This design comes from an exercise in tuning for small area, a short achievable clock period and few clock cycles on the open sky130 flow, not from production work. Power figures rest on the tool's default switching activity, not on a simulated workload.

== run A ==
==> flow/design.v <==
module pfx_add #(parameter N = 16, parameter L = 4) (a, b, cin, s, c);
  input  [N-1:0] a, b;
  input          cin;
  output [N-1:0] s;
  output [N:0]   c;
  wire [N-1:0] p = a ^ b;
  wire [(L+1)*N-1:0] G, P;
  assign G[N-1:0] = {a[N-1:1] & b[N-1:1], (a[0] & b[0]) | (p[0] & cin)};
  assign P[N-1:0] = p;
  genvar k, i;
  generate
    for (k = 0; k < L; k = k + 1) begin : lvl
      for (i = 0; i < N; i = i + 1) begin : bt
        if (i >= (1 << k)) begin : op
          assign G[(k+1)*N+i] = G[k*N+i] | (P[k*N+i] & G[k*N+i-(1<<k)]);
          assign P[(k+1)*N+i] = P[k*N+i] & P[k*N+i-(1<<k)];
        end else begin : pass
          assign G[(k+1)*N+i] = G[k*N+i];
          assign P[(k+1)*N+i] = P[k*N+i];
        end
      end
    end
  endgenerate
  assign c = {G[L*N +: N], cin};
  assign s = p ^ c[N-1:0];
endmodule
module rsm_cpu(clk, reset, mem_rdata, mem_cmd, mem_addr, mem_wdata, halted);
  input clk, reset;
  input [15:0] mem_rdata;
  output [1:0] mem_cmd;
  output [8:0] mem_addr;
  output [15:0] mem_wdata;
  output halted;
  reg [15:0] R [0:7];       
  reg [8:0]  fpc;           
  reg        fv;            
  reg [8:0]  link;          
  reg        fN, fV, fZ;    
  reg        halt_q;
  reg        w_ld;          
  reg [2:0]  ld_rd;
  reg [15:0] A_q;           
  reg [15:0] B_q;           
  reg [2:0]  e_wd;          
  reg [1:0]  e_sh;
  reg [7:0]  e_imm8;
  reg        e_we;          
  reg        e_ldr, e_str, e_cmp;
  reg        s_imm, s_mov, s_add, s_and, s_mvn, s_link;   
  reg        wA, wB;        
  wire        e_go = !w_ld;                
  reg  [15:0] B;                           
  always @(*)
    case (e_sh)
      2'b00: B = B_q;
      2'b01: B = {B_q[14:0], 1'b0};
      2'b10: B = {1'b0, B_q[15:1]};
      default: B = {B_q[0], B_q[15:1]};
    endcase
  wire [15:0] sum;
  wire [16:0] ca;                           
  wire [14:0] dlo;
  wire [15:0] cs;                           
  pfx_add #(16, 4) u_add(A_q, B, 1'b0, sum, ca);
  pfx_add #(15, 4) u_sub(A_q[14:0], ~B[14:0], 1'b1, dlo, cs);
  wire [15:0] res  = ({16{s_imm}}  & {{8{e_imm8[7]}}, e_imm8}) |
                     ({16{s_mov}}  & B) |
                     ({16{s_add}}  & sum) |
                     ({16{s_and}}  & (A_q & B)) |
                     ({16{s_mvn}}  & ~B) |
                     ({16{s_link}} & {7'b0, link});
  wire nN = A_q[15] ^ ~B[15] ^ cs[15];
  wire nZ = (A_q == B);
  wire nV = (A_q[15] == B[15]) ? (ca[15] != A_q[15]) : (cs[15] != A_q[15]);
  wire [8:0] ea;
  wire [9:0] ea_c;
  pfx_add #(9, 4) u_ea(A_q[8:0], {{4{e_imm8[4]}}, e_imm8[4:0]}, 1'b0, ea, ea_c);
  wire e_mem = e_go & (e_ldr | e_str);
  assign mem_cmd   = halt_q ? 2'b00 : (e_go & e_str) ? 2'b01 : 2'b10;
  assign mem_addr  = e_mem ? ea : fpc;
  assign mem_wdata = B_q;
  assign halted    = halt_q;
  wire fetch = !halt_q & !e_mem;
  wire e_wr  = e_go & e_we;                
  wire [15:0] I = mem_rdata;
  wire [2:0]  opc = I[15:13];
  wire d_b    = (opc == 3'b001);
  wire d_bl   = (opc == 3'b010) &  I[12];    
  wire d_bx   = (opc == 3'b010) & ~I[12];
  wire d_halt = (opc == 3'b111);
  wire d_str  = (opc == 3'b100);
  wire d_ldr  = (opc == 3'b011);
  wire d_movi = (opc == 3'b110) &  I[12];
  wire d_movr = (opc == 3'b110) & ~I[12];
  wire d_alu  = (opc == 3'b101);            
  wire [2:0] rn = I[10:8];
  wire [2:0] rb = d_str ? I[7:5] : I[2:0];
  wire fA = e_wr & (e_wd == rn);
  wire fB = e_wr & (e_wd == rb);
  wire [15:0] Ain = ({16{w_ld}} & mem_rdata) | ({16{~w_ld & fA}} & res) |
                    ({16{~w_ld & ~fA}} & R[rn]);
  wire [15:0] Bin = ({16{w_ld}} & mem_rdata) | ({16{~w_ld & fB}} & res) |
                    ({16{~w_ld & ~fB}} & R[rb]);
  wire cmp_now = e_go & e_cmp;
  wire cN = cmp_now ? nN : fN;
  wire cV = cmp_now ? nV : fV;
  wire cZ = cmp_now ? nZ : fZ;
  reg cond;
  always @(*)
    case (I[10:8])
      3'b000: cond = 1'b1;
      3'b001: cond = cZ;
      3'b010: cond = ~cZ;
      3'b011: cond = cN ^ cV;
      3'b100: cond = (cN ^ cV) | cZ;
      default: cond = 1'b0;
    endcase
  wire taken = fv & ((d_b & cond) | d_bl | d_bx);
  wire [8:0] boff;
  wire [9:0] bc_unused;
  pfx_add #(9, 4) u_tgt(fpc, {I[7], I[7:0]}, 1'b0, boff, bc_unused);
  wire [8:0] target = d_bx ? link : boff;
  always @(posedge clk) begin
    if (reset) begin
      fpc <= 9'd0;
      fv <= 1'b0;
      halt_q <= 1'b0;
      w_ld <= 1'b0;
      e_we <= 1'b0; e_ldr <= 1'b0; e_str <= 1'b0; e_cmp <= 1'b0;
    end else begin
      if (taken) fpc <= target;
      else if (fetch) fpc <= fpc + 9'd1;
      fv <= fetch & ~taken;
      if (fv & d_bl) link <= fpc;
      if (fv & d_halt) halt_q <= 1'b1;
      w_ld <= e_go & e_ldr;
      if (e_go & e_ldr) ld_rd <= e_wd;
      if (fv) begin
        e_wd   <= (d_movi | d_bl) ? I[10:8] : I[7:5];
        e_sh   <= I[4:3];
        e_imm8 <= I[7:0];
        e_we   <= d_movi | d_movr | (d_alu & (I[12:11] != 2'b01)) | d_bl;
        e_ldr  <= d_ldr;
        e_str  <= d_str;
        e_cmp  <= d_alu & (I[12:11] == 2'b01);
        s_imm  <= d_movi;
        s_mov  <= d_movr;
        s_add  <= d_alu & (I[12:11] == 2'b00);
        s_and  <= d_alu & (I[12:11] == 2'b10);
        s_mvn  <= d_alu & (I[12:11] == 2'b11);
        s_link <= d_bl;
      end else if (e_go) begin
        e_we <= 1'b0; e_ldr <= 1'b0; e_str <= 1'b0; e_cmp <= 1'b0;
      end
      if (cmp_now) begin fN <= nN; fV <= nV; fZ <= nZ; end
    end
  end
  always @(posedge clk) begin
    if (fv | (w_ld & wA)) A_q <= Ain;
    if (fv | (w_ld & wB)) B_q <= Bin;
    if (fv) begin
      wA  <= e_go & e_ldr & (e_wd == rn);
      wB  <= e_go & e_ldr & (e_wd == rb);
    end
  end
  always @(posedge clk) begin
    if (w_ld) R[ld_rd] <= mem_rdata;
    else if (e_wr) R[e_wd] <= res;
  end
endmodule
make LEC_CHECK=0 CAP_MARGIN=20 CORE_MARGIN=2 CORE_UTILIZATION=40 SETUP_SLACK_MARGIN=4.5 SLEW_MARGIN=20 TNS_END_PERCENT=5 finish   # period 8.0 ns
run.sh (not shown) runs the stock make flow with config.mk's settings and CLKGATE_MAP_FILE= SYNTH_SCRIPT=/design/flow/synth_recipe.tcl, a recipe that flattens the netlist after the stock synthesis.
Run A has completed all stages; timing, DRC and antenna checks passed.
Inputs modified between run A and run B:
- clearing TNS_END_PERCENT, which used to be 5
- swapping 4.5 for 4 in SETUP_SLACK_MARGIN
==> flow/flow/run.sh (new file) <==
#!/bin/bash
# The standard layout, with the input and output port buffers made from
# plain buffers (sky130_fd_sc_hd__buf_4) instead of the delay cells
# buffer_ports picks by default. Every port is still buffered.
set -euo pipefail
cd "$(dirname "$0")/.."
export BUFFER_PORTS_ARGS="-buffer_cell sky130_fd_sc_hd__buf_4"
bash standard.sh > standard_flow.log 2>&1
==> flow/standard.sh (new file) <==
#!/bin/bash
# synth_recipe.tcl (not shown) runs the flow's synth.tcl, then flattens the netlist and writes it again
# the make line also repeats each setting of config.mk as NAME=value (left out here)
make -C /OpenROAD-flow-scripts/flow DESIGN_CONFIG=/design/flow/config.mk WORK_HOME=/design/flow/orfs CLKGATE_MAP_FILE= SYNTH_SCRIPT=/design/flow/synth_recipe.tcl "${@:-finish}"
removed: flow/run.sh
Results
- For total internal power, dividing the value from run B by the value from run A gives 1.06.
- The clock power in run B was higher than what run A gave.
- Min total power consumption of the routed design across run B and run A: run A
- Run A → run B: measured slew at the worst slew-check pin went down; wire length went down.
Inputs modified between run B and run C:
- setting CTS_BUF_LIST to sky130_fd_sc_hd__clkbuf_8 for the first time
==> flow/run.sh (new file) <==
#!/bin/bash
# synth_recipe.tcl (not shown) runs the flow's synth.tcl, then flattens the netlist and writes it again
# the make line also repeats each setting of config.mk as NAME=value (left out here)
make -C /OpenROAD-flow-scripts/flow DESIGN_CONFIG=/design/flow/config.mk WORK_HOME=/design/flow/orfs CLKGATE_MAP_FILE= SYNTH_SCRIPT=/design/flow/synth_recipe.tcl finish
removed: flow/flow/run.sh
removed: flow/standard.sh
--- outcome ---
In run C relative to run B, total power had gone down by a few percent. Count of plain and timing-repair buffers | run C above run B. Comparing smallest setup slack after layout for run C and run B, the bigger number came from run B. Between run B and run C, the area growth from synthesis to final layout does not differ in any meaningful way.
### run C -> run D
- setting CTS_CLUSTER_SIZE to 30 for the first time
- setting CTS_CLUSTER_DIAMETER to 100 for the first time
- removing CTS_BUF_LIST (formerly sky130_fd_sc_hd__clkbuf_8)
- setting TNS_END_PERCENT to 1 for the first time
==> flow/flow/run.sh (new file) <==
#!/bin/bash
# The standard layout, with the input and output port buffers made from
# plain buffers (sky130_fd_sc_hd__buf_1) instead of the delay cells
# buffer_ports picks by default. Every port is still buffered.
set -euo pipefail
cd "$(dirname "$0")/.."
export BUFFER_PORTS_ARGS="-buffer_cell sky130_fd_sc_hd__buf_1"
bash standard.sh > standard_flow.log 2>&1
==> flow/standard.sh (new file) <==
#!/bin/bash
# synth_recipe.tcl (not shown) runs the flow's synth.tcl, then flattens the netlist and writes it again
# the make line also repeats each setting of config.mk as NAME=value (left out here)
make -C /OpenROAD-flow-scripts/flow DESIGN_CONFIG=/design/flow/config.mk WORK_HOME=/design/flow/orfs CLKGATE_MAP_FILE= SYNTH_SCRIPT=/design/flow/synth_recipe.tcl "${@:-finish}"
removed: flow/run.sh
==> run summary <==
- Count of instances resized after the clock tree is built (run D over run C): decrease, 79
- Looking at run D and run C, the diode insertion count for antenna repair is a wash.
- Routing usage on met3 | run D below run C
- Across both runs, cell count was lower for run D than for run C.
Function was not checked in any run of this note: the RTL went through the layout flow alone.

re-timing with driven ports:
In the flow no input, the clock included, has a driving cell. The finished layouts below were timed again as built, in two steps.
Step 1 assumes that a clkbuf_16 drives the clock port and a buf_2 every other input.
Step 2 adds t to the input delays and takes it off the output delays; t is the mean of the earliest and latest rising clock arrival at the registers after step 1. Input paths then give back, and output paths get back, about the clock's delay inside the block.
a / b / c = ideal / step 1 / step 2; a / b = the first two.
run | t, ns | setup WS [ns] | worst hold slack (ns) | clock arrival spread, ns
run A | 0.567 | 3.778 / 3.728 / 3.273 | 0.509 / 0.509 / 0.509 | 0.020 / 0.020
run B | 0.565 | 3.728 / 3.679 / 3.609 | 0.509 / 0.509 / 0.509 | 0.026 / 0.025
run C | 0.577 | 3.711 / 3.667 / 3.597 | 0.512 / 0.512 / 0.512 | 0.037 / 0.038
run D | 0.515 | 3.696 / 3.650 / 3.322 | 0.518 / 0.518 / 0.518 | 0.030 / 0.030
After both steps every run listed still meets setup and hold. The setup slack of run A, which loses most, moves by -0.050 ns with the drivers and by -0.505 ns with both steps.
